This design comes from an exercise in tuning for small area on the open sky130 flow, not from production work.
In this exercise RTL edits were held to simulation tests only and were not proved equivalent to the original.
Power is estimated from default activity; no workload was simulated.

==> run a <==
==> flow/design.v <==
module project(CLK,reset,out,out2,dot_row,dot_col, right_button, left_button);
	input reset,CLK, right_button, left_button;
	output reg [6:0] out,out2;
	output reg [7:0] dot_row;
	output [15:0] dot_col;
	reg [6:0] c;           
	reg started;           
	wire ph0 = (c[1:0] == 2'b11);
	wire ph1 = (c[1:0] == 2'b00);
	wire ph2 = (c[1:0] == 2'b01);
	wire ph3 = (c[1:0] == 2'b10);
	wire dis = ph0 & (started | c[2]);
	wire sec = (c == 7'd123) & started;
	wire slot_last = (c[6:2] == 5'b11110);   
	wire slot_first = (c[6:2] == 5'b11111);  
	reg [1:0] ssr, ssl;    
	reg [2:0] xb;          
	reg xo;                
	reg [3:0] yb;          
	reg yo;                
	reg placed;
	reg [9:0] sc;
	reg [127:0] map;
	reg [7:0] S;
	reg R, L, D, F0, F1;
	reg clr;               
	wire [7:0] m2 = 8'b11 << xb;
	wire [7:0] MT = (xo | yo) ? m2 : (8'b1111 << xb);
	wire [7:0] MB = yo ? (xo ? m2 : (8'b1100 << xb)) : 8'b0;
	wire [3:0] didx = c[5:2] + 4'd2;
	reg [4:0] addr;
	always @* begin
		case (c[1:0])
			2'b00: addr = {1'b0, yb};
			2'b01: addr = {1'b0, yb} + 5'd1;
			2'b10: addr = {1'b0, yb} + 5'd2;
			default: addr = {1'b0, didx};
		endcase
	end
	wire [7:0] rd = (addr[4] | clr) ? 8'b0 : map[{addr[3:0], 3'b000} +: 8];
	wire [7:0] prow = ((didx == yb) ? MT : 8'b0) | (({1'b0, didx} == {1'b0, yb} + 5'd1) ? MB : 8'b0);
	wire bot = (yb == 4'd15) | (yo & (yb == 4'd14));
	wire merge = bot | D;
	wire y0 = (yb == 4'd0);
	wire [1:0] k = F0 ? ((F1 | y0) ? 2'd2 : 2'd1) : {1'b0, F1};
	wire [3:0] Lrow = F1 ? yb + 4'd1 : (y0 ? 4'd1 : yb);
	wire step = placed & slot_first & ((ph1 & (F0 | F1)) | (ph2 & k[1]));
	wire [9:0] sc1 = sc + {8'b0, k};
	wire [9:0] sc2 = (sc1[4:0] == 5'd10) ? {sc1[9:5] + 5'd1, 5'd0} : sc1;
	integer j;
	always @(posedge CLK or negedge reset) begin
		if (!reset) begin
			c <= 7'd123;
			started <= 1'b0;
			ssr <= 2'b00; ssl <= 2'b00;
			xb <= 3'd0; xo <= 1'b0;
			yb <= 4'd0; yo <= 1'b0;
			placed <= 1'b0;
			sc <= 10'd0;
			S <= 8'b0;
			dot_row <= 8'b0;
		end else begin
			c <= c + 7'd1;
			if (c[2:0] == 3'b111) started <= 1'b1;
			if (dis) begin
				case (ssr)
					2'b00: if (~right_button) ssr <= 2'b01;
					2'b01: ssr <= 2'b10;
					2'b10: if (right_button) ssr <= 2'b00;
					default: ssr <= 2'b00;
				endcase
				case (ssl)
					2'b00: if (~left_button) ssl <= 2'b01;
					2'b01: ssl <= 2'b10;
					2'b10: if (left_button) ssl <= 2'b00;
					default: ssl <= 2'b00;
				endcase
				if (placed) begin
					xb <= 3'd0; xo <= 1'b1;
				end else if (ssr[0]) begin
					if (!((MT[7] | MB[7]) | R)) xb <= xb + 3'd1;
				end else if (ssl[0]) begin
					if (!((MT[0] | MB[0]) | L)) xb <= xb - 3'd1;
				end
				S <= rd | prow;
				dot_row <= ~S;
			end
			if (sec) begin
				placed <= merge;
				if (merge) begin
					sc <= sc2;
				end else
					yb <= yb + 4'd1;
			end
			if (placed & slot_first & ph2) begin
				yb <= 4'd0; yo <= 1'b1;
			end
		end
	end
	always @(posedge CLK or negedge reset) begin
		if (!reset) clr <= 1'b1;
		else if (c == 7'd10) clr <= 1'b0;
	end
	wire mrg = sec & merge;
	reg [15:0] sh, wr;
	always @* begin
		for (j = 0; j < 16; j = j + 1) begin
			sh[j] = clr | (step & (j <= Lrow));
			wr[j] = mrg & ((j == yb) | (yo & (j == yb + 1)));
		end
	end
	wire [135:0] up = {map, 8'b0};
	reg [127:0] mapn;
	always @* begin
		for (j = 0; j < 16; j = j + 1)
			mapn[8*j +: 8] = ({8{sh[j]}} & up[8*j +: 8]) | ({8{~sh[j]}} & map[8*j +: 8]) | ({8{wr[j]}} & MT);
	end
	always @(posedge CLK) map <= mapn;
	always @(posedge CLK) begin
		if (ph1) begin
			R <= |(rd & (MT << 1));
			L <= |(rd & (MT >> 1));
			if (slot_last) F0 <= &(rd | MT);
		end
		if (ph2) begin
			R <= R | (|(rd & (MB << 1)));
			L <= L | (|(rd & (MB >> 1)));
			if (slot_last) begin
				D <= |(rd & MT);
				F1 <= &(rd | MB);
			end
		end
		if (ph3 & slot_last) D <= D | (|(rd & MB));
	end
	assign dot_col = started ? (16'h8000 >> c[5:2]) : 16'h0000;
	always @* begin
		case (sc[4:0])
			5'd0: out = 7'b1000000;
			5'd1: out = 7'b1111001;
			5'd2: out = 7'b0100100;
			5'd3: out = 7'b0110000;
			5'd4: out = 7'b0011001;
			5'd5: out = 7'b0010010;
			5'd6: out = 7'b0000010;
			5'd7: out = 7'b1111000;
			5'd8: out = 7'b0000000;
			5'd9: out = 7'b0010000;
			5'd10: out = 7'b0001000;
			default: out = 7'b1000000;
		endcase
		case (sc[9:5])
			5'd0: out2 = 7'b1000000;
			5'd1: out2 = 7'b1111001;
			5'd2: out2 = 7'b0100100;
			5'd3: out2 = 7'b0110000;
			5'd4: out2 = 7'b0011001;
			5'd5: out2 = 7'b0010010;
			5'd6: out2 = 7'b0000010;
			5'd7: out2 = 7'b1111000;
			5'd8: out2 = 7'b0000000;
			5'd9: out2 = 7'b0010000;
			5'd10: out2 = 7'b0001000;
			default: out2 = 7'b1000000;
		endcase
	end
endmodule
==> flow/run.sh <==
#!/bin/bash
# synth_recipe.tcl (not shown) runs the flow's synth.tcl, then flattens the netlist and writes it again
# the make line also repeats each setting of config.mk as NAME=value (left out here)
make -C /OpenROAD-flow-scripts/flow DESIGN_CONFIG=/design/flow/config.mk WORK_HOME=/design/flow/orfs CLKGATE_MAP_FILE= SYNTH_SCRIPT=/design/flow/synth_recipe.tcl finish
==> flow/config.mk <==
export PLATFORM = sky130hd
export DESIGN_NAME = project
export DESIGN_NICKNAME = project
export VERILOG_FILES = /design/flow/design.v
export SDC_FILE = /design/flow/constraint.sdc
export NUM_CORES = 4
export LEC_CHECK = 0
export CAP_MARGIN = 20
export CORE_MARGIN = 2
export CORE_UTILIZATION = 65
export SLEW_MARGIN = 20
==> flow/constraint.sdc <==
create_clock -name core_clock -period 15.0 [get_ports {CLK}]
set_input_delay 3.0000 -clock core_clock [delete_from_list [all_inputs] [get_ports {CLK}]]
set_output_delay 3.0000 -clock core_clock [all_outputs]
set_load 0.01 [all_outputs]
==> run b (differences from run a) <==
--- a/flow/design.v
+++ b/flow/design.v
@@ -10,4 +10,5 @@
 	wire ph2 = (c[1:0] == 2'b01);
 	wire ph3 = (c[1:0] == 2'b10);
+	wire [1:0] phase = c[1:0] + 2'd1;        
 	wire dis = ph0 & (started | c[2]);
 	wire sec = (c == 7'd123) & started;
@@ -21,32 +22,58 @@
 	reg placed;
 	reg [9:0] sc;
-	reg [127:0] map;
+	reg [127:0] ring;      
 	reg [7:0] S;
 	reg R, L, D, F0, F1;
-	reg clr;               
-	wire [7:0] m2 = 8'b11 << xb;
-	wire [7:0] MT = (xo | yo) ? m2 : (8'b1111 << xb);
-	wire [7:0] MB = yo ? (xo ? m2 : (8'b1100 << xb)) : 8'b0;
-	wire [3:0] didx = c[5:2] + 4'd2;
-	reg [4:0] addr;
+	reg [2:0] xm;          
+	wire [2:0] xe = (placed & slot_first & ~ph0) ? xm : xb;
+	wire [7:0] m2 = 8'b11 << xe;
+	wire [7:0] MT = (xo | yo) ? m2 : (8'b1111 << xe);
+	wire [7:0] MB = yo ? (xo ? m2 : (8'b1100 << xe)) : 8'b0;
+	wire [3:0] yb1 = yb + 4'd1;
+	wire [3:0] didx = c[5:2] + 4'd2;       
+	reg [3:0] pa;
 	always @* begin
 		case (c[1:0])
-			2'b00: addr = {1'b0, yb};
-			2'b01: addr = {1'b0, yb} + 5'd1;
-			2'b10: addr = {1'b0, yb} + 5'd2;
-			default: addr = {1'b0, didx};
+			2'b00: pa = yb + 4'd4;
+			2'b01: pa = yb + 4'd9;
+			2'b10: pa = yb + 4'd14;
+			default: pa = didx;
 		endcase
 	end
-	wire [7:0] rd = (addr[4] | clr) ? 8'b0 : map[{addr[3:0], 3'b000} +: 8];
-	wire [7:0] prow = ((didx == yb) ? MT : 8'b0) | (({1'b0, didx} == {1'b0, yb} + 5'd1) ? MB : 8'b0);
+	wire oob = (ph2 & (yb == 4'd15)) | (ph3 & (yb[3:1] == 3'b111));
+	wire [7:0] rd = (oob | ~started) ? 8'b0 : ring[{pa, 3'b000} +: 8];
+	wire [7:0] prow = ((didx == yb) ? MT : 8'b0) | ((didx == yb1 && yb != 4'd15) ? MB : 8'b0);
 	wire bot = (yb == 4'd15) | (yo & (yb == 4'd14));
 	wire merge = bot | D;
 	wire y0 = (yb == 4'd0);
-	wire [1:0] k = F0 ? ((F1 | y0) ? 2'd2 : 2'd1) : {1'b0, F1};
-	wire [3:0] Lrow = F1 ? yb + 4'd1 : (y0 ? 4'd1 : yb);
-	wire step = placed & slot_first & ((ph1 & (F0 | F1)) | (ph2 & k[1]));
-	wire [9:0] sc1 = sc + {8'b0, k};
+	wire rem = F0 | F1;
+	wire k2 = F0 & (F1 | y0);
+	wire k1 = rem & ~k2;
+	wire [3:0] Lrow = F1 ? yb1 : (y0 ? 4'd1 : yb);
+	wire [9:0] sc1 = sc + {8'b0, k2, k1};
 	wire [9:0] sc2 = (sc1[4:0] == 5'd10) ? {sc1[9:5] + 5'd1, 5'd0} : sc1;
-	integer j;
+	wire pass = (sec & merge) | (placed & slot_first & ~ph0);
+	wire [1:0] lga = 2'd3 - phase;           
+	wire pieceA = ~rem;                      
+	wire pieceB = (yo & ~rem) | (k1 & F1) | (k1 & F0 & yo);  
+	wire [255:0] g32 = {ring[127:64], 128'b0};
+	reg [31:0] wout;
+	reg [1:0] off;
+	reg pc, zero;
+	reg [7:0] s0d, s1d, s2d;
+	integer w;
+	always @* begin
+		wout = 32'b0;
+		for (w = 0; w < 4; w = w + 1) begin
+			off = (pass & rem & ({lga, w[1:0]} <= Lrow)) ? (k2 ? 2'd2 : 2'd1) : 2'd0;
+			zero = ~started | ((lga == 2'd0) & (w < off));
+			pc = pass & ((({lga, w[1:0]} == yb) & pieceA) | (({lga, w[1:0]} == yb1) & (yb != 4'd15) & pieceB));
+			s0d = ring[96 + 8*w +: 8];
+			s1d = (w >= 1) ? ring[96 + 8*(w-1) +: 8] : ring[64 + 24 +: 8];
+			s2d = (w >= 2) ? ring[96 + 8*(w-2) +: 8] : ring[64 + 8*(w+2) +: 8];
+			wout[8*w +: 8] = (zero ? 8'b0 : ((off == 2'd0) ? s0d : (off == 2'd1) ? s1d : s2d)) | (pc ? MT : 8'b0);
+		end
+	end
+	always @(posedge CLK) ring <= {ring[95:0], wout};
 	always @(posedge CLK or negedge reset) begin
 		if (!reset) begin
@@ -88,34 +115,14 @@
 			if (sec) begin
 				placed <= merge;
-				if (merge) begin
-					sc <= sc2;
-				end else
-					yb <= yb + 4'd1;
+				if (merge) sc <= sc2;
+				else yb <= yb1;
 			end
-			if (placed & slot_first & ph2) begin
+			if (placed & slot_first & ph3) begin
 				yb <= 4'd0; yo <= 1'b1;
 			end
 		end
 	end
-	always @(posedge CLK or negedge reset) begin
-		if (!reset) clr <= 1'b1;
-		else if (c == 7'd10) clr <= 1'b0;
-	end
-	wire mrg = sec & merge;
-	reg [15:0] sh, wr;
-	always @* begin
-		for (j = 0; j < 16; j = j + 1) begin
-			sh[j] = clr | (step & (j <= Lrow));
-			wr[j] = mrg & ((j == yb) | (yo & (j == yb + 1)));
-		end
-	end
-	wire [135:0] up = {map, 8'b0};
-	reg [127:0] mapn;
-	always @* begin
-		for (j = 0; j < 16; j = j + 1)
-			mapn[8*j +: 8] = ({8{sh[j]}} & up[8*j +: 8]) | ({8{~sh[j]}} & map[8*j +: 8]) | ({8{wr[j]}} & MT);
-	end
-	always @(posedge CLK) map <= mapn;
 	always @(posedge CLK) begin
+		if (dis) xm <= xb;
 		if (ph1) begin
 			R <= |(rd & (MT << 1));
==> run notes <==
Between run a and run b, the lower final cell count is in run b (gap 5.3%, measured against run b).
Against run a, the sequential share of layout area of run b is higher by 2.5 points.
Clock skew: run a is lower than run b (0.0027 ns).
Of run a and run b, run b has the higher first-iteration DRC count (gap 16%, measured against run b).
In run b the non-clock buffer count is higher than in run a, by 5.
Run a completed with no timing, DRC or antenna violations. Run b finished with timing, DRC and antenna clean.
Of run b and run a, run a has the higher critical path depth (gap 3).
Sequential cell count: run a is lower than run b (2).
Against run b, the synthesized area of run a is higher by about 6%.
Against run b, the clock power of run a is lower by 8.3%.
Between run b and run a, the lower hold slack is in run b (gap 0.10 ns).

-- port drivers added, routing unchanged --
The results above use ideal ports. As a check the final layouts listed here were re-extracted and re-timed, cells and wires unchanged.
Step 1, drivers: a clkbuf_16 drives CLK and a buf_2 each remaining input, both assumed.
Step 2 moves the port delays by t, midway between the first and last clock arrival at a register: inputs arrive t later, outputs are due t later. That takes back most of the time a late clock gives input paths.
a / b / c = ideal ports / drivers / drivers and shift; a / b = the first two.
| run | t, ns | setup WS [ns] | worst setup path after step 2 | cell pins on the clock port's net |
|---|---|---|---|---|
| run a | 0.485 | 9.731 / 9.683 / 10.168 | register to output | 1 |
| run b | 0.482 | 9.278 / 9.235 / 9.717 | register to output | 1 |
After both steps every run listed still meets setup and hold.
